This design comes from an exercise in tuning for a short achievable clock period and few clock cycles on the open sky130 flow, not from production work. Function was checked by simulation only, so behaviour that the tests miss may differ from the original. Power and IR drop assume default switching activity.

==> design.v <==
package rv32_pkg;
  localparam logic [6:0] OP_LUI    = 7'b0110111;
  localparam logic [6:0] OP_AUIPC  = 7'b0010111;
  localparam logic [6:0] OP_JAL    = 7'b1101111;
  localparam logic [6:0] OP_JALR   = 7'b1100111;
  localparam logic [6:0] OP_BRANCH = 7'b1100011;
  localparam logic [6:0] OP_LOAD   = 7'b0000011;
  localparam logic [6:0] OP_STORE  = 7'b0100011;
  localparam logic [6:0] OP_IMM    = 7'b0010011;
  localparam logic [6:0] OP_REG    = 7'b0110011;
endpackage
module rv32_alu (
  input logic [31:0] sum_a, sum_b,      
  input logic [31:0] dif_a, dif_b,      
  input logic [31:0] oth_a, oth_b,      
  input logic [2:0] lg_sel,             
  input logic [1:0] cmp_sel,            
  input logic [1:0] sh_sel,             
  input logic sr_arith,
  input logic [4:0] shamt,
  output logic [31:0] y,
  output logic [31:0] sum_y
);
  logic [31:0] sum, diff, lg, sll_y, sr_y;
  logic lt, ltu, co_s, co_d;
  logic [32:0] sr_in;
  rv32_add u_sum (.a(sum_a), .b(sum_b), .ci(1'b0), .y(sum), .co(co_s));
  rv32_add u_diff (.a(dif_a), .b(~dif_b), .ci(1'b1), .y(diff), .co(co_d));
  rv32_ltu u_ltu (.a(oth_a), .b(oth_b), .ltu(ltu));
  assign lt = ltu ^ oth_a[31] ^ oth_b[31];
  assign lg = ({32{lg_sel[0]}} & (oth_a & oth_b))
            | ({32{lg_sel[1]}} & (oth_a | oth_b))
            | ({32{lg_sel[2]}} & (oth_a ^ oth_b));
  assign sll_y = oth_a << shamt;
  assign sr_in = {sr_arith & oth_a[31], oth_a};
  assign sr_y = 32'($signed(sr_in) >>> shamt);
  assign sum_y = sum;
  assign y = sum | diff | lg | ({32{sh_sel[0]}} & sll_y) | ({32{sh_sel[1]}} & sr_y)
           | {31'd0, (cmp_sel[0] & lt) | (cmp_sel[1] & ltu)};
endmodule
module rv32_branch_unit (
  input logic [5:0] csel,
  input logic [31:0] a,
  input logic [31:0] b,
  output logic hit
);
  logic eq, lt, ltu;
  assign eq = (a == b);
  rv32_ltu u_ltu (.a(a), .b(b), .ltu(ltu));
  assign lt = ltu ^ a[31] ^ b[31];
  assign hit = (csel[0] & eq) | (csel[1] & !eq) | (csel[2] & lt) | (csel[3] & !lt)
             | (csel[4] & ltu) | (csel[5] & !ltu);
endmodule
module rv32_add #(parameter int W = 32) (
  input logic [W-1:0] a,
  input logic [W-1:0] b,
  input logic ci,
  output logic [W-1:0] y,
  output logic co
);
  localparam int L = 5;    
  logic [W-1:0] g [0:L];
  logic [W-1:0] p [0:L];
  logic [W-1:0] x;
  always_comb begin
    x = a ^ b;
    g[0] = a & b;
    p[0] = x;
    g[0][0] = (a[0] & b[0]) | (x[0] & ci);
    for (int k = 0; k < L; k++) begin
      for (int i = 0; i < W; i++) begin
        if (i >= (1 << k)) begin
          g[k+1][i] = g[k][i] | (p[k][i] & g[k][i - (1 << k)]);
          p[k+1][i] = p[k][i] & p[k][i - (1 << k)];
        end else begin
          g[k+1][i] = g[k][i];
          p[k+1][i] = p[k][i];
        end
      end
    end
    y[0] = x[0] ^ ci;
    for (int i = 1; i < W; i++) y[i] = x[i] ^ g[L][i-1];
    co = g[L][W-1];
  end
endmodule
module rv32_ltu #(parameter int W = 32) (
  input logic [W-1:0] a,
  input logic [W-1:0] b,
  output logic ltu
);
  localparam int L = 5;    
  logic [W-1:0] g [0:L];
  logic [W-1:0] p [0:L];
  always_comb begin
    g[0] = a & ~b;
    p[0] = a | ~b;
    for (int k = 0; k < L; k++) begin
      for (int i = 0; i < W; i++) begin
        if (i >= (1 << k)) begin
          g[k+1][i] = g[k][i] | (p[k][i] & g[k][i - (1 << k)]);
          p[k+1][i] = p[k][i] & p[k][i - (1 << k)];
        end else begin
          g[k+1][i] = g[k][i];
          p[k+1][i] = p[k][i];
        end
      end
    end
    ltu = !(g[L][W-1] | p[L][W-1]);
  end
endmodule
module rv32_regfile (
  input logic clk,
  input logic [31:1] rsel1,
  input logic [31:1] rsel2,
  output logic [31:0] rdata1,
  output logic [31:0] rdata2,
  input logic we,
  input logic [4:0] waddr,
  input logic [31:0] wdata
);
  logic [31:0] regs [1:31];
  always_ff @(posedge clk) begin
    if (we && (waddr != 5'd0)) regs[waddr] <= wdata;
  end
  always_comb begin
    rdata1 = 32'd0;
    rdata2 = 32'd0;
    for (int i = 1; i < 32; i++) begin
      rdata1 = rdata1 | ({32{rsel1[i]}} & regs[i]);
      rdata2 = rdata2 | ({32{rsel2[i]}} & regs[i]);
    end
  end
endmodule
module rv32_core (
  input logic clk,
  input logic rst_n,
  output logic [31:0] imem_addr,
  input logic [31:0] imem_rdata,
  output logic dmem_valid,
  output logic dmem_we,
  output logic [31:0] dmem_addr,
  output logic [31:0] dmem_wdata,
  output logic [3:0] dmem_wstrb,
  input logic dmem_ready,
  input logic [31:0] dmem_rdata,
  output logic mmio_we,
  output logic [31:0] mmio_addr,
  output logic [31:0] mmio_wdata,
  input logic [31:0] mmio_rdata
);
  localparam int BHT_N = 64;
  logic stall_mem;    
  logic stall_id;     
  logic redirect;     
  logic [31:0] redirect_pc;
  logic [31:0] pc_q, pc_a, pc_b, pc_b_d, if_pc4;
  logic pc_sel;
  logic [31:0] fi;
  logic f_is_jal, f_is_br, f_pred, f_bpred;
  logic [1:0] bht [0:BHT_N-1];
  logic [1:0] f_ctr;
  assign pc_q = ({32{pc_sel}} & pc_a) | ({32{!pc_sel}} & pc_b);
  assign imem_addr = pc_q;
  assign fi = imem_rdata;
  logic [31:0] imm_fj, imm_fb;
  logic [31:0] pa4, pb4, pa_tj, pb_tj, pa_tb, pb_tb;
  logic [1:0] ctr_a, ctr_b;
  assign imm_fj = {{12{fi[31]}}, fi[19:12], fi[20], fi[30:21], 1'b0};
  assign imm_fb = {{20{fi[31]}}, fi[7], fi[30:25], fi[11:8], 1'b0};
  assign pa4 = pc_a + 32'd4;
  assign pb4 = pc_b + 32'd4;
  assign pa_tj = pc_a + imm_fj;
  assign pb_tj = pc_b + imm_fj;
  assign pa_tb = pc_a + imm_fb;
  assign pb_tb = pc_b + imm_fb;
  assign ctr_a = bht[pc_a[7:2]];
  assign ctr_b = bht[pc_b[7:2]];
  assign if_pc4 = ({32{pc_sel}} & pa4) | ({32{!pc_sel}} & pb4);
  assign f_ctr = ({2{pc_sel}} & ctr_a) | ({2{!pc_sel}} & ctr_b);
  assign f_is_jal = (fi[6:0] == rv32_pkg::OP_JAL);
  assign f_is_br = (fi[6:0] == rv32_pkg::OP_BRANCH);
  assign f_bpred = (f_ctr == 2'b11) | ((f_ctr != 2'b00) & fi[31]);
  assign f_pred = f_is_jal | (f_is_br & f_bpred);
  logic s_hold, s_aj, s_bj, s_ab, s_bb, s_a4, s_b4;
  assign s_hold = stall_id;
  assign s_aj = !stall_id && f_pred && pc_sel && fi[3];
  assign s_bj = !stall_id && f_pred && !pc_sel && fi[3];
  assign s_ab = !stall_id && f_pred && pc_sel && !fi[3];
  assign s_bb = !stall_id && f_pred && !pc_sel && !fi[3];
  assign s_a4 = !stall_id && !f_pred && pc_sel;
  assign s_b4 = !stall_id && !f_pred && !pc_sel;
  assign pc_b_d = ({32{s_hold && pc_sel}} & pc_a) | ({32{s_hold && !pc_sel}} & pc_b)
                | ({32{s_aj}} & pa_tj) | ({32{s_bj}} & pb_tj)
                | ({32{s_ab}} & pa_tb) | ({32{s_bb}} & pb_tb)
                | ({32{s_a4}} & pa4) | ({32{s_b4}} & pb4);
  logic ifid_valid;
  logic [31:0] ifid_pc, ifid_pc4, ifid_instr;
  logic ifid_pred;
  logic [31:1] ifid_rs1oh, ifid_rs2oh;    
  logic [31:0] di;
  logic [6:0] d_op;
  logic [2:0] d_f3;
  logic [4:0] d_rs1, d_rs2, d_rd;
  logic d_lui, d_auipc, d_jal, d_jalr, d_br, d_ld, d_st, d_opi, d_opr;
  logic d_use1, d_use2, d_regw, d_srcimm, d_arith;
  logic [31:0] d_imm_i, d_imm_s, d_imm_b, d_imm_u, d_imm;
  logic [31:0] d_pcimm, d_alt;
  logic [31:0] rf_r1, rf_r2, d_v1, d_v2;
  assign di = ifid_instr;
  assign d_op = di[6:0];
  assign d_f3 = di[14:12];
  assign d_rs1 = di[19:15];
  assign d_rs2 = di[24:20];
  assign d_rd = di[11:7];
  assign d_lui = (d_op == rv32_pkg::OP_LUI);
  assign d_auipc = (d_op == rv32_pkg::OP_AUIPC);
  assign d_jal = (d_op == rv32_pkg::OP_JAL);
  assign d_jalr = (d_op == rv32_pkg::OP_JALR);
  assign d_br = (d_op == rv32_pkg::OP_BRANCH);
  assign d_ld = (d_op == rv32_pkg::OP_LOAD);
  assign d_st = (d_op == rv32_pkg::OP_STORE);
  assign d_opi = (d_op == rv32_pkg::OP_IMM);
  assign d_opr = (d_op == rv32_pkg::OP_REG);
  assign d_use1 = d_jalr | d_br | d_ld | d_st | d_opi | d_opr;
  assign d_use2 = d_br | d_st | d_opr;
  assign d_regw = (d_lui | d_auipc | d_jal | d_jalr | d_ld | d_opi | d_opr) && (d_rd != 5'd0);
  assign d_srcimm = !(d_opr | d_br);
  assign d_arith = di[30];
  logic d_alu, u_add, u_sub, u_lg, u_cmp, u_sll, u_sr;
  logic [2:0] d_lgsel;
  logic [1:0] d_cmpsel;
  assign d_alu = d_opr | d_opi;
  assign u_sub = d_opr & (d_f3 == 3'b000) & di[30];
  assign u_add = (d_alu & (d_f3 == 3'b000) & !u_sub) | d_lui | d_auipc | d_ld | d_st | d_jal | d_jalr;
  assign u_lg = d_alu & (d_f3[2:1] == 2'b11 || d_f3 == 3'b100);
  assign u_cmp = d_alu & (d_f3[2:1] == 2'b01);
  assign u_sll = d_alu & (d_f3 == 3'b001);
  assign u_sr = d_alu & (d_f3 == 3'b101);
  assign d_lgsel = {d_f3 == 3'b100, d_f3 == 3'b110, d_f3 == 3'b111};
  assign d_cmpsel = {d_f3[0], !d_f3[0]};
  assign d_imm_i = {{20{di[31]}}, di[31:20]};
  assign d_imm_s = {{20{di[31]}}, di[31:25], di[11:7]};
  assign d_imm_b = {{20{di[31]}}, di[7], di[30:25], di[11:8], 1'b0};
  assign d_imm_u = {di[31:12], 12'd0};
  assign d_pcimm = ifid_pc + d_imm_b;
  assign d_alt = ifid_pred ? ifid_pc4 : d_pcimm;
  always_comb begin
    if (d_st) d_imm = d_imm_s;
    else if (d_lui || d_auipc) d_imm = d_imm_u;
    else d_imm = d_imm_i;
  end
  logic exmem_wr, exmem_ld, exmem_st, exmem_sign;
  logic [1:0] exmem_size;
  logic [4:0] exmem_rd;
  logic [31:0] exmem_res, exmem_sdata;
  logic memwb_wr;
  logic [4:0] memwb_rd;
  logic [31:0] memwb_res;
  logic [31:0] memwb_rfd;    
  logic [31:0] exmem_addr;   
  rv32_regfile u_rf (
    .clk(clk),
    .rsel1(ifid_rs1oh), .rsel2(ifid_rs2oh),
    .rdata1(rf_r1), .rdata2(rf_r2),
    .we(memwb_wr), .waddr(memwb_rd), .wdata(memwb_rfd)
  );
  assign d_v1 = d_auipc ? ifid_pc : !d_use1 ? 32'd0 : (memwb_wr && memwb_rd == d_rs1) ? memwb_rfd : rf_r1;
  assign d_v2 = (memwb_wr && memwb_rd == d_rs2) ? memwb_rfd : rf_r2;
  logic idex_kill;    
  logic idex_wr, idex_ld, idex_st, idex_br, idex_jalr;
  logic idex_pred, idex_arith, idex_sign;
  logic [1:0] idex_size;
  logic [4:0] idex_rd;
  logic [5:0] idex_bidx;
  logic [31:0] idex_v1, idex_v2, idex_imm, idex_alt;
  logic [2:0] idex_sa_sum, idex_sb_sum, idex_sa_dif, idex_sb_dif, idex_sa_oth, idex_sb_oth;
  logic [2:0] idex_ss;
  logic [1:0] idex_shsel;
  logic [2:0] idex_lgsel;
  logic [1:0] idex_cmpsel;
  logic [2:0] idex_sa_br, idex_sb_br;
  logic [5:0] idex_csel;    
  logic [31:0] idex_bv;
  assign stall_id = ifid_valid && idex_ld && idex_wr &&
                    ((d_use1 && idex_rd == d_rs1) || (d_use2 && idex_rd == d_rs2));
  logic d_go;
  assign d_go = ifid_valid && !stall_id;
  logic d_fa_m, d_fa_w, d_fb_m, d_fb_w;
  assign d_fa_m = d_use1 && idex_wr && idex_rd == d_rs1;
  assign d_fa_w = d_use1 && !d_fa_m && exmem_wr && exmem_rd == d_rs1;
  assign d_fb_m = idex_wr && idex_rd == d_rs2;
  assign d_fb_w = !d_fb_m && exmem_wr && exmem_rd == d_rs2;
  logic [2:0] d_sa, d_sb;    
  assign d_sa = {d_fa_w, d_fa_m, !d_fa_m && !d_fa_w};
  assign d_sb = {d_fb_w, d_fb_m, !d_fb_m && !d_fb_w};
  logic [2:0] d_sbi;         
  assign d_sbi = {!d_srcimm && d_fb_w, !d_srcimm && d_fb_m, d_srcimm || d_sb[0]};
  logic [31:0] ex_rs2, ex_y, ex_sum, ex_sdata;
  logic ex_taken;
  function automatic logic [31:0] pick(input logic [2:0] sel, input logic [31:0] v,
                                       input logic [31:0] m, input logic [31:0] w);
    pick = ({32{sel[0]}} & v) | ({32{sel[1]}} & m) | ({32{sel[2]}} & w);
  endfunction
  logic [4:0] ex_shamt;
  assign ex_shamt = ({5{idex_ss[0]}} & idex_bv[4:0])
                  | ({5{idex_ss[1]}} & exmem_res[4:0])
                  | ({5{idex_ss[2]}} & memwb_res[4:0]);
  logic [31:0] ex_sum_a, ex_sum_b;
  assign ex_sum_a = pick(idex_sa_sum, idex_v1, exmem_res, memwb_res);
  assign ex_sum_b = pick(idex_sb_sum, idex_bv, exmem_res, memwb_res);
  rv32_alu u_alu (
    .sum_a(ex_sum_a), .sum_b(ex_sum_b),
    .dif_a(pick(idex_sa_dif, idex_v1, exmem_res, memwb_res)),
    .dif_b(pick(idex_sb_dif, idex_bv, exmem_res, memwb_res)),
    .oth_a(pick(idex_sa_oth, idex_v1, exmem_res, memwb_res)),
    .oth_b(pick(idex_sb_oth, idex_bv, exmem_res, memwb_res)),
    .lg_sel(idex_lgsel),
    .cmp_sel(idex_cmpsel),
    .sh_sel(idex_shsel),
    .sr_arith(idex_arith), .shamt(ex_shamt), .y(ex_y), .sum_y(ex_sum)
  );
  logic [31:0] ex_ra, ex_jtarget;
  logic ex_hit;
  assign ex_ra = pick(idex_sa_br, idex_v1, exmem_res, memwb_res);
  assign ex_rs2 = pick(idex_sb_br, idex_v2, exmem_res, memwb_res);
  rv32_branch_unit u_bru (.csel(idex_csel), .a(ex_ra), .b(ex_rs2), .hit(ex_hit));
  assign ex_jtarget = ex_ra + idex_imm;
  assign ex_taken = ex_hit ^ idex_pred;
  assign redirect = !idex_kill && (idex_jalr || (idex_br && ex_hit));
  assign redirect_pc = idex_jalr ? {ex_jtarget[31:1], 1'b0} : idex_alt;
  always_comb begin
    unique case (idex_size)
      2'd0: ex_sdata = {4{ex_rs2[7:0]}};
      2'd1: ex_sdata = {2{ex_rs2[15:0]}};
      default: ex_sdata = ex_rs2;
    endcase
  end
  logic mem_mmio;
  logic [31:0] mem_raw, mem_sh, mem_load, mem_res;
  assign mem_mmio = (exmem_addr[31:28] == 4'hF);
  assign dmem_valid = (exmem_ld || exmem_st) && !mem_mmio;
  assign dmem_we = exmem_st && !mem_mmio;
  assign dmem_addr = exmem_addr;
  assign dmem_wdata = exmem_sdata;
  always_comb begin
    unique case (exmem_size)
      2'd0: dmem_wstrb = 4'b0001 << exmem_addr[1:0];
      2'd1: dmem_wstrb = exmem_addr[1] ? 4'b1100 : 4'b0011;
      default: dmem_wstrb = 4'b1111;
    endcase
  end
  assign mmio_we = exmem_st && mem_mmio;
  assign mmio_addr = exmem_addr;
  assign mmio_wdata = exmem_sdata;
  assign stall_mem = dmem_valid && !dmem_ready;
  always_comb begin
    mem_raw = mem_mmio ? mmio_rdata : dmem_rdata;
    mem_sh = mem_raw >> {exmem_addr[1:0], 3'b000};
    unique case (exmem_size)
      2'd0: mem_load = {{24{exmem_sign & mem_sh[7]}}, mem_sh[7:0]};
      2'd1: mem_load = {{16{exmem_sign & mem_sh[15]}}, mem_sh[15:0]};
      default: mem_load = mem_sh;
    endcase
    mem_res = exmem_ld ? mem_load : exmem_res;
  end
  always_ff @(posedge clk) begin
    if (!rst_n) begin
      pc_b <= 32'd0;
      pc_sel <= 1'b0;
      ifid_valid <= 1'b0;
      idex_kill <= 1'b0;
      idex_wr <= 1'b0;
      idex_ld <= 1'b0;
      idex_st <= 1'b0;
      idex_br <= 1'b0;
      idex_jalr <= 1'b0;
      exmem_wr <= 1'b0;
      exmem_ld <= 1'b0;
      exmem_st <= 1'b0;
      memwb_wr <= 1'b0;
    end else if (!stall_mem) begin
      pc_b <= pc_b_d;
      pc_sel <= redirect;
      if (redirect) ifid_valid <= 1'b0;
      else if (!stall_id) ifid_valid <= 1'b1;
      idex_kill <= redirect;
      idex_wr <= d_go && d_regw;
      idex_ld <= d_go && d_ld;
      idex_st <= d_go && d_st;
      idex_br <= d_go && d_br;
      idex_jalr <= d_go && d_jalr;
      exmem_wr <= idex_wr && !idex_kill;
      exmem_ld <= idex_ld && !idex_kill;
      exmem_st <= idex_st && !idex_kill;
      memwb_wr <= exmem_wr;
    end
  end
  always_ff @(posedge clk) begin
    if (!stall_mem) begin
      if (!stall_id) begin
        ifid_pc <= pc_q;
        ifid_pc4 <= if_pc4;
        ifid_instr <= fi;
        for (int i = 1; i < 32; i++) begin
          ifid_rs1oh[i] <= (fi[19:15] == 5'(i));
          ifid_rs2oh[i] <= (fi[24:20] == 5'(i));
        end
        ifid_pred <= f_pred;
      end
      pc_a <= redirect_pc;
      idex_pred <= ifid_pred;
      idex_arith <= d_arith;
      idex_sign <= !d_f3[2];
      idex_size <= d_f3[1:0];
      idex_rd <= d_rd;
      idex_bidx <= ifid_pc[7:2];
      idex_v1 <= d_v1;
      idex_v2 <= d_v2;
      idex_imm <= d_imm_i;
      idex_alt <= d_alt;
      idex_sa_br <= d_sa & {3{d_br || d_jalr}};
      idex_sb_br <= d_sb & {3{d_br || d_st}};
      idex_csel <= '0;
      unique case ({d_f3[2:1], d_f3[0] ^ ifid_pred})
        3'b000: idex_csel[0] <= 1'b1;
        3'b001: idex_csel[1] <= 1'b1;
        3'b100: idex_csel[2] <= 1'b1;
        3'b101: idex_csel[3] <= 1'b1;
        3'b110: idex_csel[4] <= 1'b1;
        3'b111: idex_csel[5] <= 1'b1;
        default: ;
      endcase
      idex_bv <= (d_jal || d_jalr) ? ifid_pc4 : d_srcimm ? d_imm : d_v2;
      idex_sa_sum <= d_sa & {3{u_add && !d_jalr}};
      idex_sb_sum <= d_sbi & {3{u_add}};
      idex_sa_dif <= d_sa & {3{u_sub}};
      idex_sb_dif <= d_sbi & {3{u_sub}};
      idex_sa_oth <= d_sa & {3{u_lg || u_cmp || u_sll || u_sr}};
      idex_sb_oth <= d_sbi & {3{u_lg || u_cmp}};
      idex_shsel <= {u_sr, u_sll};
      idex_ss <= d_sbi & {3{u_sll || u_sr}};
      idex_lgsel <= d_lgsel & {3{u_lg}};
      idex_cmpsel <= d_cmpsel & {2{u_cmp}};
      exmem_rd <= idex_rd;
      exmem_addr <= ex_sum;
      exmem_sdata <= ex_sdata;
      exmem_size <= idex_size;
      exmem_sign <= idex_sign;
      memwb_rd <= exmem_rd;
      memwb_res <= mem_res;
      memwb_rfd <= exmem_wr ? mem_res : 32'd0;
    end
  end
  always_ff @(posedge clk) exmem_res <= ex_y;
  logic [BHT_N-1:0] bu_we;
  logic [1:0] bu_inc, bu_dec, ex_ctr;
  logic bu_taken;
  assign ex_ctr = bht[idex_bidx];
  always_ff @(posedge clk) begin
    for (int i = 0; i < BHT_N; i++) begin
      if (!rst_n) bu_we[i] <= 1'b0;
      else bu_we[i] <= !stall_mem && idex_br && !idex_kill && (idex_bidx == 6'(i));
    end
    bu_taken <= ex_taken;
    bu_inc <= (ex_ctr == 2'b11) ? 2'b11 : ex_ctr + 2'd1;
    bu_dec <= (ex_ctr == 2'b00) ? 2'b00 : ex_ctr - 2'd1;
  end
  always_ff @(posedge clk) begin
    for (int i = 0; i < BHT_N; i++) begin
      if (!rst_n) bht[i] <= 2'b01;
      else if (bu_we[i]) bht[i] <= bu_taken ? bu_inc : bu_dec;
    end
  end
endmodule
==> run.sh <==
#!/bin/bash
# synth_recipe.tcl (not shown) runs the flow's synth.tcl, then flattens the netlist and writes it again
# the make line also repeats each setting of config.mk as NAME=value (left out here)
make -C /OpenROAD-flow-scripts/flow DESIGN_CONFIG=/design/flow/config.mk WORK_HOME=/design/flow/orfs CLKGATE_MAP_FILE= SYNTH_SCRIPT=/design/flow/synth_recipe.tcl finish
==> config.mk <==
export PLATFORM = sky130hd
export DESIGN_NAME = rv32_core
export DESIGN_NICKNAME = rv32_core
export VERILOG_FILES = /design/flow/design.v
export SDC_FILE = /design/flow/constraint.sdc
export NUM_CORES = 4
export LEC_CHECK = 0
export ABC_CLOCK_PERIOD_IN_PS = 4000
export CAP_MARGIN = 20
export CORE_MARGIN = 2
export CORE_UTILIZATION = 40
export PLACE_DENSITY = 0.6
export SETUP_SLACK_MARGIN = 4.0
export SLEW_MARGIN = 20
export TNS_END_PERCENT = 100
==> constraint.sdc <==
create_clock -name core_clock -period 8.0 [get_ports {clk}]
set_input_delay 1.6000 -clock core_clock [delete_from_list [all_inputs] [get_ports {clk}]]
set_output_delay 1.6000 -clock core_clock [all_outputs]
set_load 0.01 [all_outputs]
==> flow_summary.json, run 1 <==
{
  "rsz0062_at_grt": "true",
  "synth_seq_cells": 1789,
  "switching_power_mw": 6.09,
  "grt_pass1_vias": 85800,
  "cts_buffers": 190,
  "drv_slew": 0,
  "fin_crit_sh": 0.550,
  "gp_congestion": 1.06,
  "wl_um": 512000,
  "fin_setup_tns_ns": 0,
  "grt_pass1_wl_um": 687000,
  "vias": 93900,
  "worstPathRequired_ns": 8.64,
  "grt.total_usage": 0.388,
  "die_area_um2": 252000,
  "peakVddDrop_mv": 0.212,
  "grt_max_degree": 177,
  "clkTransAtPathRegs_ns": 0.06,
  "htree_num_levels": 4,
  "swShare": 0.271,
  "post-dp-hpwl_um": 329000,
  "leakage_nw": 44.7,
  "layout_min_cycle_time_ns": 4.40,
  "crit_fanout": 17,
  "place_area_um2": 106000,
  "min_path_type": "reg -> reg",
  "power_density_nw_per_um2": 191,
  "worst_setup_path_end_kind": "register",
  "p_int_mw": 16.4,
  "seqPwrFrac": 0.464,
  "ant_nets": 0,
  "comb_power_share": 0.121,
  "clk_path_buf_depth": 3,
  "synth_cells": 9282,
  "worstMarginPinSlew_ns": 1.33,
  "overflow": 0,
  "synth_nets": 9799,
  "synth-edff-count": 1517,
  "crit_type": "reg -> reg",
  "cts_tree": "yes",
  "setup_violations": 0,
  "synth_ff_type": "edfxtp_1",
  "start_kind": "register",
  "num_io_pins": 266,
  "ys.warnings.count": 9,
  "syn2layout_area_growth_pct": 18.7,
  "ff2ff_path_depth": 8,
  "synth_seq_area_share": 0.514,
  "maxCapViolations": 0,
  "skew_ns": 0.0796,
  "synth.top_cell.area_share": 0.459,
  "synth_cell_types": 100,
  "async_reset_ff_frac": 0,
  "postCtsHoldBufs": 0,
  "fin_area_um2": 118000,
  "synth_top_area_cell": "edfxtp_1",
  "die_y_um": 502,
  "num_rows": 182,
  "clock_sinks": 1789,
  "coreArea_um2": 246000,
  "place_inst": 12400,
  "fp.dieW_um": 502,
  "nNetsFinal": 10200,
  "firstDrtPassIters": 23,
  "layout.cells.non_filler": 13200,
  "portBuffers": 265,
  "synth.area.top_cells": "edfxtp_1 (46%), dfxtp_1 (5.5%), ha_1 (5.2%), a22oi_1 (3.6%), a222oi_1 (3.3%)",
  "run_status": "no timing/DRC/antenna violations",
  "power_frac_clock": 0.414,
  "drt-initial-drc-count": 21300,
  "slew_headroom": 0.105,
  "cts.root.buffer_cell": "clkbuf_16",
  "insertion_delay_ns": 0.91,
  "worstPathArrival_ns": 5.03,
  "antenna_found_initial": 22,
  "regToRegSetupSlack_ns": 3.60,
  "routedWlPerCell_um": 38.9,
  "final_hold_viol_count": 0,
  "remaining_drc_errors": 0,
  "cp-startpoint": "ifid_rs2oh[30]",
  "final_layout_size_suffix_gt1_frac": 0.146,
  "start_util": 0.403,
  "worstReg2RegEnd": "idex_bv[31]",
  "netlist_area_um2": 99200,
  "r2r_start": "ifid_rs2oh[30]",
  "via_per_inst": 7.14,
  "worstSetupEndpoint": "idex_bv[31]",
  "synth.avg_cell_area_um2": 10.7,
  "fmax_mhz": 227
}
==> sequential cells by signal, summed over array words and instances (netlist names), 32 cells and up <==
name,count
exmem_res,32
memwb_res,32
pc_b,32
idex_bv,32
ifid_instr,32
bht,128
exmem_sdata,32
idex_v1,32
memwb_rfd,32
bu_we,64
ifid_pc,32
idex_alt,32
pc_a,32
exmem_addr,32
idex_v2,32
u_rf.regs,992
==> kinds of logic after synthesis <==
group	share of synthesized area
compound gates	0.227
xor+xnor	0.0247
mux	0.0169
flops	0.514
fa+ha+maj	0.0533
simple gates	0.117
buf+inv	0.0466
==> synth_stat cells (61+ instances only) <==
master	count
nand2_1	760
mux2i_1	87
ha_1	410
a21o_1	104
a222oi_1	326
xnor2_1	174
a221oi_1	285
a22o_1	304
nand3_1	250
nor3_1	163
buf_1	66
clkbuf_1	564
nand4_1	200
mux2_2	66
o21ai_0	403
nor2_1	642
o211ai_1	79
buf_4	72
a31oi_1	81
and3_1	63
nor2b_1	77
and2_1	80
a21oi_1	505
nand2b_1	61
inv_1	367
xor2_1	106
edfxtp_1	1517
a22oi_1	481
dfxtp_1	272
o211a_1	66
==> power by group through the flow <==
stage	registers, mW	clock network, mW	logic, mW
6_report	10.4	9.31	2.73
5_1_grt	10.4	9.64	2.80
4_1_cts	10.4	9.29	2.45
3_5_place_dp	10.6	0	2.27
3_3_place_gp	10.6	0	2.27
2_1_floorplan	10.5	0	1.41
==> worst min path at each step <==
stage                    from    endpoint  cells after the start
floorplan           idex_sign  exmem_sign                      0
finish              idex_sign  exmem_sign                      0
global placement    idex_sign  exmem_sign                      0
detailed placement  idex_sign  exmem_sign                      0
global route        idex_sign  exmem_sign                      0
CTS                 idex_sign  exmem_sign                      0
==> metal layers <==
| layer | track usage | routed length (um) | up-vias | part of all wire |
|---|---|---|---|---|
| met5 | 0.0135 | 504 | - | 0.00098 |
| met3 | 0.152 | 83000 | 2458 | 0.16 |
| met1 | 0.491 | 179000 | 45200 | 0.35 |
| li1 | - | - | 37100 | - |
| met4 | 0.279 | 48300 | 28 | 0.094 |
| met2 | 0.535 | 202000 | 9171 | 0.39 |
==> timing repair <==
action | in CTS | in global routing
gates resized for setup | 341 | 277
setup endpoints to repair | 371 | 281
cloned | 10 | 9
setup buffers | 196 | 117
pin swaps | 120 | 186
==> final cells by class <==
cell class	instances	area, um2
antenna	24	60.1
fill	22300	129000
inverter	372	1430
multi-input combinational	6369	45800
timing repair buffer	942	8740
tap	3312	4140
clock inverter	104	1310
timing repair inverter	1	7.51
clock buffer	249	5170
sequential	1789	51000
==> critical path, stage by stage, from the launching register on <==
cell and delay (ns):
edfxtp_1 0.78, buf_4 0.42, buf_4 0.35, a221oi_1 0.39
nand4_1 0.17, nor3_1 0.92, a21oi_1 0.64, mux2i_1 0.30
o21ai_0 0.10
==> placed cells by master, fill, tap and decap left out, types with 326 or more instances in the layout <==
| cell type | netlist | routed |
|---|---|---|
| a222oi_1 | 326 | 326 |
| nor2_1 | 642 | 605 |
| buf_4 | 72 | 564 |
| inv_1 | 367 | 350 |
| ha_1 | 410 | 366 |
| nand2_1 | 760 | 752 |
| edfxtp_1 | 1517 | 1517 |
| a22oi_1 | 481 | 478 |
| a21oi_1 | 505 | 470 |
| o21ai_0 | 403 | 354 |
==> stage by stage <==
step / power, mW / hold slack (ns) / util / setup slack (ns)
finish: 22.5 / 0.445 / 0.478 / 3.60
global route: 22.9 / 0.466 / 0.478 / 3.73
CTS: 22.2 / 0.453 / 0.468 / 3.91
detailed placement: 12.9 / 0.418 / 0.430 / 2.31
global placement: 12.9 / 0.417 / 0.430 / 2.28
floorplan: 11.9 / 0.400 / - / 3.28
Testbench counts, summed over its fixed seeds: cycles 174,594.
==> run 2: changes to the inputs <==
--- a/design.v
+++ b/design.v
@@ -253,6 +253,7 @@
   logic [1:0] exmem_size;
   logic [4:0] exmem_rd;
   logic [31:0] exmem_res, exmem_sdata;
+  logic [31:0] exmem_fwd;
   logic memwb_wr;
   logic [4:0] memwb_rd;
   logic [31:0] memwb_res;
@@ -303,8 +304,8 @@
   endfunction
   logic [4:0] ex_shamt;
   assign ex_shamt = ({5{idex_ss[0]}} & idex_bv[4:0])
-                  | ({5{idex_ss[1]}} & exmem_res[4:0])
-                  | ({5{idex_ss[2]}} & memwb_res[4:0]);
+                  | ({5{idex_ss[1]}} & exmem_fwd[4:0])
+                  | ({5{idex_ss[2]}} & memwb_rfd[4:0]);
   logic [31:0] ex_sum_a, ex_sum_b;
   assign ex_sum_a = pick(idex_sa_sum, idex_v1, exmem_res, memwb_res);
   assign ex_sum_b = pick(idex_sb_sum, idex_bv, exmem_res, memwb_res);
@@ -312,8 +313,8 @@
     .sum_a(ex_sum_a), .sum_b(ex_sum_b),
     .dif_a(pick(idex_sa_dif, idex_v1, exmem_res, memwb_res)),
     .dif_b(pick(idex_sb_dif, idex_bv, exmem_res, memwb_res)),
-    .oth_a(pick(idex_sa_oth, idex_v1, exmem_res, memwb_res)),
-    .oth_b(pick(idex_sb_oth, idex_bv, exmem_res, memwb_res)),
+    .oth_a(pick(idex_sa_oth, idex_v1, exmem_fwd, memwb_rfd)),
+    .oth_b(pick(idex_sb_oth, idex_bv, exmem_fwd, memwb_rfd)),
     .lg_sel(idex_lgsel),
     .cmp_sel(idex_cmpsel),
     .sh_sel(idex_shsel),
@@ -321,8 +322,8 @@
   );
   logic [31:0] ex_ra, ex_jtarget;
   logic ex_hit;
-  assign ex_ra = pick(idex_sa_br, idex_v1, exmem_res, memwb_res);
-  assign ex_rs2 = pick(idex_sb_br, idex_v2, exmem_res, memwb_res);
+  assign ex_ra = pick(idex_sa_br, idex_v1, exmem_fwd, memwb_rfd);
+  assign ex_rs2 = pick(idex_sb_br, idex_v2, exmem_fwd, memwb_rfd);
   rv32_branch_unit u_bru (.csel(idex_csel), .a(ex_ra), .b(ex_rs2), .hit(ex_hit));
   assign ex_jtarget = ex_ra + idex_imm;
   assign ex_taken = ex_hit ^ idex_pred;
@@ -361,7 +362,7 @@
       2'd1: mem_load = {{16{exmem_sign & mem_sh[15]}}, mem_sh[15:0]};
       default: mem_load = mem_sh;
     endcase
-    mem_res = exmem_ld ? mem_load : exmem_res;
+    mem_res = exmem_ld ? mem_load : exmem_fwd;
   end
   always_ff @(posedge clk) begin
     if (!rst_n) begin
@@ -451,7 +452,10 @@
       memwb_rfd <= exmem_wr ? mem_res : 32'd0;
     end
   end
-  always_ff @(posedge clk) exmem_res <= ex_y;
+  always_ff @(posedge clk) begin
+    exmem_res <= ex_y;
+    exmem_fwd <= (idex_wr && !idex_kill) ? ex_y : 32'd0;
+  end
   logic [BHT_N-1:0] bu_we;
   logic [1:0] bu_inc, bu_dec, ex_ctr;
   logic bu_taken;
==> config.mk (replaced) <==
export PLATFORM = sky130hd
export DESIGN_NAME = rv32_core
export DESIGN_NICKNAME = rv32_core
export VERILOG_FILES = /design/flow/design.v
export SDC_FILE = /design/flow/constraint.sdc
export NUM_CORES = 4
export LEC_CHECK = 0
export CAP_MARGIN = 20
export CORE_MARGIN = 2
export CORE_UTILIZATION = 35
export PLACE_DENSITY = 0.5
export SETUP_SLACK_MARGIN = 4.0
export SLEW_MARGIN = 20
export TNS_END_PERCENT = 100
==> run 2 against run 1 <==
  * First-iteration DRC count down 12%
  * Clock power up 8%
  * Wire length up 5.7%
  * Global-route usage down 3.1 points
==> flow_summary.json, run 2 <==
{
  "run_status": "no timing/DRC/antenna violations",
  "fin_area_um2": 120000,
  "top_register": "u_rf.regs",
  "synth-edff-count": 1517,
  "firstDrtPassIters": 14,
  "portBuffers": 265,
  "ys.warnings.count": 9,
  "final_common_cell": "edfxtp_1",
  "synth.area.top_cells": "edfxtp_1 (46%), dfxtp_1 (6.1%), ha_1 (5.1%), a22oi_1 (3.3%), a222oi_1 (3.2%)",
  "syn2layout_area_growth_pct": 20.3,
  "skew_ns": 0.106,
  "final_hold_viol_count": 0,
  "crit_fanout": 20,
  "layout.cells.non_filler": 13600,
  "worstPathRequired_ns": 8.56,
  "reg.largest.list": "u_rf.regs: 992 flops, bht: 128 flops, bu_we: 64 flops",
  "drt-initial-drc-count": 18700,
  "insertion_delay_ns": 0.93,
  "min_path_cells": 1,
  "layout_common_cells": "edfxtp_1 (1517), nor2_1 (671), nand2_1 (658), buf_4 (542), a22oi_1 (441)",
  "clock_sinks": 1821,
  "grt_max_degree": 163,
  "synth_nets": 9726,
  "synth_top_family_by_area": "compound AO/OA/AOI/OAI gates",
  "hold_end": "bht[7][1]",
  "start_util": 0.353,
  "overflow": 0,
  "setup_violations": 0,
  "num_rows": 195,
  "crit_type": "reg -> reg",
  "synth_top_area_cell": "edfxtp_1",
  "leakage_nw": 44.6,
  "fillCellCount": 26500,
  "worstPathArrival_ns": 4.76,
  "power_density_nw_per_um2": 206,
  "synth_mux_area_frac": 0.0182,
  "maxCapViolations": 0,
  "peakVddDrop_mv": 0.175,
  "final_layout_size_suffix_gt1_frac": 0.153,
  "synth_ff_type": "edfxtp_1",
  "synthXorXnorAreaFrac": 0.0251,
  "synth_seq_area_share": 0.518,
  "rsz0062_at_grt": "true",
  "min_path_type": "reg -> reg",
  "synth_cell_types": 113,
  "place_area_um2": 107000,
  "die_area_um2": 289000,
  "fin_setup_tns_ns": 0,
  "ff2ff_path_depth": 9,
  "final_util": 0.424,
  "hold_start": "bu_we[7]",
  "largest_register_ffs": 992,
  "async_reset_ff_frac": 0,
  "regToRegSetupSlack_ns": 3.81,
  "fp.dieW_um": 538,
  "nNetsFinal": 10200,
  "synthSimpleGateAreaFrac": 0.121,
  "routedWlPerCell_um": 39.8,
  "layout_min_cycle_time_ns": 4.19,
  "fmax_mhz": 238,
  "synth_fa_ha_area_frac": 0.0532,
  "clk_path_buf_depth": 4,
  "grt_pass1_vias": 85600,
  "synthTopCellsByCount": "edfxtp_1 (1517), nor2_1 (705), nand2_1 (666)",
  "slew_headroom": 0.0934,
  "worstReg2RegEnd": "idex_bv[24]",
  "grt_pass1_wl_um": 718000,
  "worst_setup_path_end_kind": "register",
  "synth.avg_cell_area_um2": 10.8,
  "htree_num_levels": 4,
  "synth_compound_area_frac": 0.221,
  "place_inst": 12900,
  "synth_seq_cells": 1821,
  "die_y_um": 538,
  "clkTransAtPathRegs_ns": 0.06,
  "num_io_pins": 266,
  "cts_tree": "yes",
  "wl_um": 541000,
  "cts_buffers": 211,
  "remaining_drc_errors": 0,
  "gp_congestion": 1.01,
  "synth.top_cell.area_share": 0.457,
  "drv_slew": 0,
  "cts.root.buffer_cell": "clkbuf_16",
  "coreArea_um2": 283000,
  "synth_cells": 9209,
  "vias": 92900,
  "netlist_area_um2": 99700,
  "ant_nets": 0,
  "post-dp-hpwl_um": 344000,
  "start_kind": "register",
  "grt.total_usage": 0.357,
  "worstMarginPinSlew_ns": 1.35,
  "via_per_inst": 6.83,
  "regArea_um2": 51700,
  "multiInputGateArea_um2": 46500,
  "synth_most_common_cell": "edfxtp_1",
  "r2r_start": "ifid_rs2oh[12]",
  "antenna_found_initial": 38,
  "fin_crit_sh": 0.524
}
[run 2: cell types whose count changed after synthesis, sizes merged, moves of 21 or more]
| cell | delta |
|---|---|
| a211oi | +77 |
| a21oi | -41 |
| a221oi | +22 |
| a22oi | -37 |
| a31oi | -21 |
| buf | +35 |
| clkbuf | -109 |
| dfxtp | +32 |
| inv | -36 |
| nand2 | -94 |
| nand3 | -22 |
| nor2 | +64 |
| o211a | -61 |
| o21ai | +55 |
[run 2: power by group]
part / internal (mW) / leakage, nW / switching (mW)
Sequential: 10.4 / 17.8 / 0.350
Combinational: 1.40 / 23.4 / 2.47
Clock: 5.94 / 3.41 / 4.17
Total: 17.7 / 44.6 / 6.99
[run 2: how the worst max path moves through the flow]
stage	startpoint	endpoint	slack, ns	cells past startpoint
after floorplan	dmem_ready	ifid_instr[0]	3.31	4
after global placement	imem_rdata[21]	pc_b[31]	2.37	14
after detailed placement	imem_rdata[21]	pc_b[31]	2.37	15
after CTS	memwb_rfd[1]	pc_a[28]	3.82	17
after global routing	idex_v1[1]	pc_a[28]	3.67	17
final	ifid_rs2oh[12]	idex_bv[24]	3.81	9
[run 2: critical path: stages (launching register included)]
cell,delay (ns)
edfxtp_1,0.35
buf_4,0.35
buf_4,0.39
a22o_1,0.27
a221oi_1,0.23
nand4_1,0.19
nor3_2,1.10
a21oi_1,0.60
a21oi_1,0.28
o21ai_0,0.08
[run 2: logic make-up (layout without fill, tap and decap cells)]
kind of cell    count (synthesis)  in the layout
fa+ha+maj                     419            419
mux                           169            169
xor+xnor                      286            286
other cells                     0             22
compound gates               2995           2995
flops                        1821           1821
simple gates                 2504           2507
buf+inv                      1015           1638
[run 2: area by class of cell]
type | instances | share of cell area
flip-flops and latches | 1821 | 0.431
multi-input cells | 6376 | 0.387
repair buffers | 928 | 0.0735
clock buffers | 257 | 0.0462
well taps | 3743 | 0.0390
clock inverters | 116 | 0.0119
inverters | 336 | 0.0108
diodes | 22 | 0.000459
repair inverters | 1 | 0.0000417
[run 2: through the flow]
stage	setup slack (ns)	power, mW	hold WS, ns
CTS	3.82	24.4	0.420
floorplan	3.31	12.9	0.400
global placement	2.37	14.2	0.419
global route	3.67	25.3	0.438
finish	3.81	24.7	0.420
detailed placement	2.37	14.2	0.422
[run 2: repair_timing]
action	CTS	global route
pin swaps	157	150
endpoints found under the hold margin	0	0
setup endpoints to repair	381	134
gates cloned	18	7
gates resized for setup	356	335
hold buffers	0	0
setup buffers	201	93
[run 2: routing by layer]
metal  vias to the layer above  global-route usage  wire [um]
li1                      37200                   -          -
met1                     46000               0.470     205000
met2                      7877               0.512     220000
met3                      1861               0.115      75000
met4                        28               0.206      40500
met5                         -             0.00724        462
Testbench counts of run 2, summed over its fixed seeds: cycles 174,594.
==> run 3: changes to the inputs <==
--- a/design.v
+++ b/design.v
@@ -148,7 +148,7 @@
   output logic [31:0] mmio_wdata,
   input logic [31:0] mmio_rdata
 );
-  localparam int BHT_N = 64;
+  localparam int BHT_N = 16;
   logic stall_mem;    
   logic stall_id;     
   logic redirect;     
@@ -173,8 +173,8 @@
   assign pb_tj = pc_b + imm_fj;
   assign pa_tb = pc_a + imm_fb;
   assign pb_tb = pc_b + imm_fb;
-  assign ctr_a = bht[pc_a[7:2]];
-  assign ctr_b = bht[pc_b[7:2]];
+  assign ctr_a = bht[pc_a[5:2]];
+  assign ctr_b = bht[pc_b[5:2]];
   assign if_pc4 = ({32{pc_sel}} & pa4) | ({32{!pc_sel}} & pb4);
   assign f_ctr = ({2{pc_sel}} & ctr_a) | ({2{!pc_sel}} & ctr_b);
   assign f_is_jal = (fi[6:0] == rv32_pkg::OP_JAL);
@@ -272,7 +272,7 @@
   logic idex_pred, idex_arith, idex_sign;
   logic [1:0] idex_size;
   logic [4:0] idex_rd;
-  logic [5:0] idex_bidx;
+  logic [3:0] idex_bidx;
   logic [31:0] idex_v1, idex_v2, idex_imm, idex_alt;
   logic [2:0] idex_sa_sum, idex_sb_sum, idex_sa_dif, idex_sb_dif, idex_sa_oth, idex_sb_oth;
   logic [2:0] idex_ss;
@@ -414,7 +414,7 @@
       idex_sign <= !d_f3[2];
       idex_size <= d_f3[1:0];
       idex_rd <= d_rd;
-      idex_bidx <= ifid_pc[7:2];
+      idex_bidx <= ifid_pc[5:2];
       idex_v1 <= d_v1;
       idex_v2 <= d_v2;
       idex_imm <= d_imm_i;
@@ -463,7 +463,7 @@
   always_ff @(posedge clk) begin
     for (int i = 0; i < BHT_N; i++) begin
       if (!rst_n) bu_we[i] <= 1'b0;
-      else bu_we[i] <= !stall_mem && idex_br && !idex_kill && (idex_bidx == 6'(i));
+      else bu_we[i] <= !stall_mem && idex_br && !idex_kill && (idex_bidx == 4'(i));
     end
     bu_taken <= ex_taken;
     bu_inc <= (ex_ctr == 2'b11) ? 2'b11 : ex_ctr + 2'd1;
==> run 3 against run 2 <==
  * Worst hold slack better by 0.012 ns
  * Sequential share of layout area is 1.3 points higher
  * Still clean
  * Combinational power is 42% lower
  * Highest routed layer unchanged
  * First-iteration DRC count is 4.9% lower
  * Non-clock buffer count is 129 lower
==> flow_summary.json, run 3 <==
{
  "run_status": "no timing/DRC/antenna violations",
  "fin_setup_tns_ns": 0,
  "slew_headroom": 0.177,
  "synth_top_family_by_area": "compound AO/OA/AOI/OAI gates",
  "regArea_um2": 48700,
  "nNetsFinal": 9057,
  "clock_sinks": 1675,
  "skew_ns": 0.0810,
  "cts.root.buffer_cell": "clkbuf_16",
  "synth_cell_types": 95,
  "fp.dieW_um": 516,
  "synth.top_cell.area_share": 0.495,
  "place_area_um2": 99300,
  "async_reset_ff_frac": 0,
  "insertion_delay_ns": 0.90,
  "post-dp-hpwl_um": 299000,
  "critical_path.slowest_cell": "edfxtp_1",
  "wl_um": 467000,
  "drv_slew": 0,
  "synthTopCellsByCount": "edfxtp_1 (1515), nand2_1 (518), nor2_1 (497)",
  "drt-initial-drc-count": 17800,
  "fin_area_um2": 110000,
  "die_area_um2": 267000,
  "num_rows": 188,
  "synth_fa_ha_area_frac": 0.0576,
  "cts_tree": "yes",
  "worstReg2RegEnd": "pc_a[31]",
  "worstPathRequired_ns": 8.59,
  "setup_violations": 0,
  "synthSimpleGateAreaFrac": 0.0992,
  "final_layout_size_suffix_gt1_frac": 0.142,
  "fin_crit_sh": 0.529,
  "power_density_nw_per_um2": 196,
  "min_path_cells": 0,
  "overflow": 0,
  "synth_top_area_cell": "edfxtp_1",
  "final_hold_viol_count": 0,
  "min_path_type": "reg -> reg",
  "synth_seq_area_share": 0.530,
  "multiInputGateArea_um2": 41200,
  "r2r_start": "memwb_rfd[4]",
  "regToRegSetupSlack_ns": 3.77,
  "start_util": 0.351,
  "ant_nets": 0,
  "leakage_nw": 41.9,
  "top_register": "u_rf.regs",
  "dp_slack_ns": 2.50,
  "crit_buf_inv": 4,
  "die_y_um": 516,
  "largest_register_ffs": 992,
  "synth_seq_cells": 1675,
  "num_io_pins": 266,
  "synth_compound_area_frac": 0.220,
  "layout_common_cells": "edfxtp_1 (1515), nand2_1 (512), nor2_1 (467), buf_4 (459), a21oi_1 (432)",
  "crit_type": "reg -> reg",
  "hold_end": "exmem_sign",
  "vias": 82300,
  "fillCellCount": 24600,
  "synth.avg_cell_area_um2": 11.3,
  "synth-edff-count": 1515,
  "timing.final.ws_setup_ns": 3.77,
  "crit_path_cell_trace": "buf_12, a222oi_1, buf_4, inv_4, ha_4, a2111oi_4, o21ai_2, a21oi_2, o31a_1, nor2_4, o41ai_4, o21ai_2, a21o_1, buf_6, nor4b_4, o32a_1",
  "clkTransAtPathRegs_ns": 0.06,
  "ys.warnings.count": 9,
  "crit_top_cell": "o21ai_2",
  "grt_max_degree": 154,
  "clk_path_buf_depth": 3,
  "antenna_found_initial": 27,
  "postCtsHoldBufs": 0,
  "grt.total_usage": 0.336,
  "cts_buffers": 189,
  "worstMarginPinSlew_ns": 1.22,
  "synth_most_common_cell": "edfxtp_1",
  "synthXorXnorAreaFrac": 0.0251,
  "firstDrtPassIters": 14,
  "ff2ff_path_depth": 16,
  "final_util": 0.419,
  "worstPathArrival_ns": 4.82,
  "slowest_delay_ns": 0.49,
  "synth_ff_type": "edfxtp_1",
  "maxCapViolations": 0,
  "start_kind": "register",
  "peakVddDrop_mv": 0.243,
  "worst_setup_path_end_kind": "register",
  "crit_fanout": 5,
  "htree_num_levels": 4,
  "grt_pass1_wl_um": 625000,
  "routedWlPerCell_um": 38.2,
  "final_common_cell": "edfxtp_1",
  "synth.area.top_cells": "edfxtp_1 (49%), ha_1 (5.6%), a222oi_1 (3.5%), dfxtp_1 (3.5%), a22oi_1 (3.5%)",
  "grt_pass1_vias": 76100,
  "portBuffers": 265,
  "coreArea_um2": 262000,
  "synth_nets": 8653,
  "netlist_area_um2": 91900,
  "via_per_inst": 6.73,
  "hold_start": "idex_sign",
  "fmax_mhz": 236,
  "layout_min_cycle_time_ns": 4.23,
  "rsz0062_at_grt": "true",
  "synth_mux_area_frac": 0.0275,
  "synth_cells": 8136,
  "crit_family": "compound AO/OA/AOI/OAI gates",
  "remaining_drc_errors": 0,
  "gp_congestion": 0.980,
  "syn2layout_area_growth_pct": 19.4
}
-- run 3: stage by stage --
step	cells	power, mW	hold slack (ns)
global placement	11600	12.2	0.414
detailed placement	11600	12.2	0.410
CTS	12100	21.4	0.425
floorplan	8136	11.2	0.400
global route	12200	22.0	0.441
finish	12200	21.5	0.432
-- run 3: per-layer routing --
layer | up-vias | GRT usage | routed length, um
met4 | 32 | 0.176 | 30800
li1 | 33200 | - | -
met2 | 6986 | 0.479 | 191000
met5 | - | 0.00126 | 293
met1 | 40600 | 0.456 | 181000
met3 | 1500 | 0.0992 | 63700
-- run 3: cell families (layout without fill, tap and decap cells) --
family,Yosys count,after routing
flip-flops,1675,1675
adder cells (fa/ha/maj),418,418
other,0,11
AND/OR/NAND/NOR,1902,1903
buffers and inverters,930,1496
AO/OA/AOI/OAI,2705,2705
multiplexers,243,243
XOR/XNOR,263,263
-- run 3: timing repair --
item                       4_1_cts  5_1_grt
resized for setup              237      218
setup endpoints to repair      221      195
pin swaps                       81      102
setup buffers                  132       73
cloned                          12        6
-- run 3: area by class of cell --
| class | count | share of cell area |
|---|---|---|
| Clock buffer | 216 | 0.0447 |
| Sequential cell | 1675 | 0.444 |
| Inverter | 343 | 0.0118 |
| Multi-Input combinational cell | 5532 | 0.376 |
| Timing Repair Buffer | 799 | 0.0680 |
| Clock inverter | 138 | 0.0156 |
| Antenna cell | 11 | 0.000251 |
| Tap cell | 3515 | 0.0401 |
-- run 3: worst max-delay path by stage --
stage                         startpoint  endpoint  slack [ns]  cells past startpoint
after floorplan               dmem_ready   idex_ld        3.24                      6
after global placement    imem_rdata[20]  pc_b[30]        2.47                     11
after detailed placement  imem_rdata[22]  pc_b[28]        2.50                     12
after CTS                  idex_sa_br[0]  pc_a[27]        3.80                     14
after global routing       idex_sa_br[1]  pc_a[31]        3.72                     16
final                       memwb_rfd[4]  pc_a[31]        3.77                     16
-- run 3: worst reg2reg max path, cell delays in order (launching register included) --
cell and delay [ns]:
edfxtp_1 0.49, buf_12 0.18, a222oi_1 0.31, buf_4 0.20, inv_4 0.04, ha_4 0.27, a2111oi_4 0.38, o21ai_2 0.14
a21oi_2 0.24, o31a_1 0.28, nor2_4 0.06, o41ai_4 0.36, o21ai_2 0.15, a21o_1 0.25, buf_6 0.13, nor4b_4 0.12
o32a_1 0.35
-- run 3: where the power goes --
group | switching, mW | internal [mW] | total [mW] | leakage [nW]
registers | 0.277 | 9.64 | 9.91 | 16.6
clock network | 3.95 | 5.38 | 9.33 | 3.17
logic | 1.46 | 0.807 | 2.26 | 22.2
Testbench counts of run 3, summed over its fixed seeds: cycles 174,832.
==> run 4: changes to the inputs <==
--- a/config.mk
+++ b/config.mk
@@ -7,8 +7,8 @@
 export LEC_CHECK = 0
 export CAP_MARGIN = 20
 export CORE_MARGIN = 2
-export CORE_UTILIZATION = 35
-export PLACE_DENSITY = 0.5
+export CORE_UTILIZATION = 30
+export PLACE_DENSITY = 0.45
 export SETUP_SLACK_MARGIN = 4.0
 export SLEW_MARGIN = 20
 export TNS_END_PERCENT = 100
==> run 4 against run 3 <==
  * Register-to-register slack improved by 0.05 ns
  * Final area rose by 0.47%
  * Highest routed layer unchanged
  * Synthesized cell count did not move
  * Final cell count rose by 5.0%
  * Wire length rose by 4.1%
  * Total power fell by 0.87%
  * Clock skew rose by 0.0016 ns
  * Largest power group unchanged
  * Still clean
  * Sequential cell count did not move
  * Core utilization fell by 5.8 points
==> flow_summary.json, run 4 <==
{
  "synthTopCellsByCount": "edfxtp_1 (1515), nand2_1 (518), nor2_1 (497)",
  "fin_crit_sh": 0.522,
  "slew_headroom": 0.163,
  "crit_path_cell_trace": "buf_4, a22o_1, a221oi_1, nand4_1, nor3_2, a21oi_1, o221ai_1, o21ai_0",
  "maxCapViolations": 0,
  "critical_path.slowest_cell": "edfxtp_1",
  "portBuffers": 265,
  "nNetsFinal": 9079,
  "grt_max_degree": 124,
  "worst_setup_path_end_kind": "register",
  "ys.warnings.count": 9,
  "die_area_um2": 311000,
  "synth.area.top_cells": "edfxtp_1 (49%), ha_1 (5.6%), a222oi_1 (3.5%), dfxtp_1 (3.5%), a22oi_1 (3.5%)",
  "crit_buf_inv": 1,
  "synth_nets": 8653,
  "setup_violations": 0,
  "vias": 81900,
  "clock_sinks": 1675,
  "final_common_cell": "edfxtp_1",
  "fmax_mhz": 239,
  "num_rows": 203,
  "top_register": "u_rf.regs",
  "largest_register_ffs": 992,
  "netlist_area_um2": 91900,
  "synth-edff-count": 1515,
  "clk_path_buf_depth": 4,
  "hold_ws_ns": 0.460,
  "fp.dieW_um": 558,
  "power_density_nw_per_um2": 193,
  "die_y_um": 558,
  "num_io_pins": 266,
  "final_layout_size_suffix_gt1_frac": 0.143,
  "worstPathArrival_ns": 4.75,
  "r2r_start": "ifid_rs2oh[2]",
  "synth.avg_cell_area_um2": 11.3,
  "synth_most_common_cell": "edfxtp_1",
  "layout_min_cycle_time_ns": 4.18,
  "gp_congestion": 0.946,
  "leakage_nw": 41.7,
  "grt_pass1_vias": 76700,
  "place_area_um2": 100000,
  "drt-initial-drc-count": 15500,
  "routedWlPerCell_um": 37.9,
  "cts_buffers": 196,
  "synth_cells": 8136,
  "power_mw": 21.3,
  "overflow": 0,
  "final_hold_viol_count": 0,
  "firstDrtPassIters": 14,
  "post-dp-hpwl_um": 312000,
  "cts.root.buffer_cell": "clkbuf_16",
  "layout_common_cells": "edfxtp_1 (1515), nand2_1 (512), buf_4 (484), nor2_1 (467), a21oi_1 (433)",
  "synth_seq_cells": 1675,
  "syn2layout_area_growth_pct": 19.9,
  "ant_nets": 0,
  "cts_tree": "yes",
  "synth_top_area_cell": "edfxtp_1",
  "drv_slew": 0,
  "async_reset_ff_frac": 0,
  "synth.top_cell.area_share": 0.495,
  "remaining_drc_errors": 0,
  "clkTransAtPathRegs_ns": 0.06,
  "worstMarginPinSlew_ns": 1.25,
  "htree_num_levels": 4,
  "skew_ns": 0.0826,
  "start_util": 0.301,
  "grt_pass1_wl_um": 649000,
  "coreArea_um2": 305000,
  "min_path_type": "reg -> reg",
  "run_status": "no timing/DRC/antenna violations",
  "rsz0062_at_grt": "true",
  "fin_setup_tns_ns": 0,
  "fin_area_um2": 110000,
  "wl_um": 486000,
  "start_kind": "register",
  "antenna_found_initial": 23,
  "slowest_delay_ns": 0.77,
  "insertion_delay_ns": 0.95,
  "hold_start": "idex_sign",
  "worstPathRequired_ns": 8.57,
  "crit_family": "compound AO/OA/AOI/OAI gates",
  "cp-startpoint": "ifid_rs2oh[2]",
  "crit_type": "reg -> reg",
  "synth_ff_type": "edfxtp_1",
  "synth_seq_area_share": 0.530,
  "crit_fanout": 19,
  "via_per_inst": 6.38,
  "grt.total_usage": 0.300,
  "synth_cell_types": 95,
  "peakVddDrop_mv": 0.172
}
## run 4: cell counts after synthesis
No cell type changed its count.
## run 4: final timing paths
| kind | endpoint | cells past startpoint | slack [ns] |
|---|---|---|---|
| min reg2reg | exmem_sign | 0 | 0.46 |
| min | exmem_sign | 0 | 0.46 |
| max reg2reg | idex_bv[22] | 8 | 3.82 |
| max | idex_bv[22] | 8 | 3.82 |
## run 4: kinds of logic (layout without fill, tap and decap cells)
kind of cell / after synthesis / count (layout) / synth area share
compound gates: 2705 / 2705 / 0.220
simple gates: 1902 / 1902 / 0.0992
flops: 1675 / 1675 / 0.530
buf+inv: 930 / 1519 / 0.0413
fa+ha+maj: 418 / 418 / 0.0576
xor+xnor: 263 / 263 / 0.0251
mux: 243 / 243 / 0.0275
other cells: 0 / 14 / 0
## run 4: layer usage
| metal | GRT usage | wire length, um | vias up |
|---|---|---|---|
| li1 | - | - | 33300 |
| met1 | 0.408 | 194000 | 41100 |
| met2 | 0.443 | 204000 | 6314 |
| met3 | 0.0764 | 59100 | 1285 |
| met4 | 0.143 | 28900 | 10 |
| met5 | 0.000463 | 116 | - |
## run 4: layout make-up
type	count	area (um2)
inverter	343	1300
timing repair buffer	815	7460
clock inverter	122	1160
sequential	1675	48700
multi-input combinational	5531	41300
fill	30000	195000
tap	4100	5130
clock buffer	239	5190
antenna	14	35.0
## run 4: what timing repair did
| action | CTS | global route |
|---|---|---|
| setup buffers | 151 | 67 |
| resized for setup | 267 | 185 |
| gates cloned | 11 | 2 |
| hold buffers | 0 | 0 |
| pin swaps | 73 | 75 |
| setup endpoints to repair | 280 | 166 |
## run 4: power by group
| part | switching, mW | leakage [nW] | internal (mW) |
|---|---|---|---|
| registers | 0.280 | 16.6 | 9.64 |
| clock network | 3.96 | 3.10 | 5.15 |
| logic | 1.49 | 22.0 | 0.804 |
## run 4: through the flow
step                 util  setup WS, ns  cells
floorplan               -          3.24   8136
global placement    0.328          2.38  12200
detailed placement  0.328          2.40  12200
CTS                 0.357          3.86  12800
global route        0.361          3.71  12800
finish              0.361          3.82  12800

-- what the ideal ports hide --
In the flow no input, the clock included, has a driving cell. The finished layouts below were timed again as built, in two steps.
Step 1 (the two cells are an assumption about what drives the block):
set clk [get_ports {clk}]
set_driving_cell -lib_cell sky130_fd_sc_hd__clkbuf_16 $clk
set_driving_cell -lib_cell sky130_fd_sc_hd__buf_2 [delete_from_list [all_inputs] $clk]
Step 2 moves the port delays by t, midway between the first and last clock arrival at a register: inputs arrive t later, outputs are due t later. That takes back most of the time a late clock gives input paths.
a / b / c = ideal / step 1 / step 2; a / b = the first two.
run | shift t [ns] | setup WS [ns] | hold WS [ns] | clock arrival spread, ns | slew at the worst register clock pin (ns)
run 1 | 0.983 | 3.604 / 3.604 / 3.024 | 0.445 / 0.445 / 0.445 | 0.110 / 0.111 | 0.07 / 0.07
run 2 | 0.978 | 3.806 / 3.806 / 3.150 | 0.420 / 0.420 / 0.420 | 0.108 / 0.107 | 0.07 / 0.07
run 3 | 0.957 | 3.771 / 3.771 / 3.198 | 0.432 / 0.432 / 0.432 | 0.083 / 0.084 | 0.08 / 0.08
run 4 | 1.012 | 3.821 / 3.821 / 3.152 | 0.460 / 0.460 / 0.460 | 0.086 / 0.085 | 0.07 / 0.07
After both steps setup and hold are still met in every run listed. The setup slack of run 4, which loses most, moves by 0.000 ns with the drivers and by -0.669 ns with both steps.
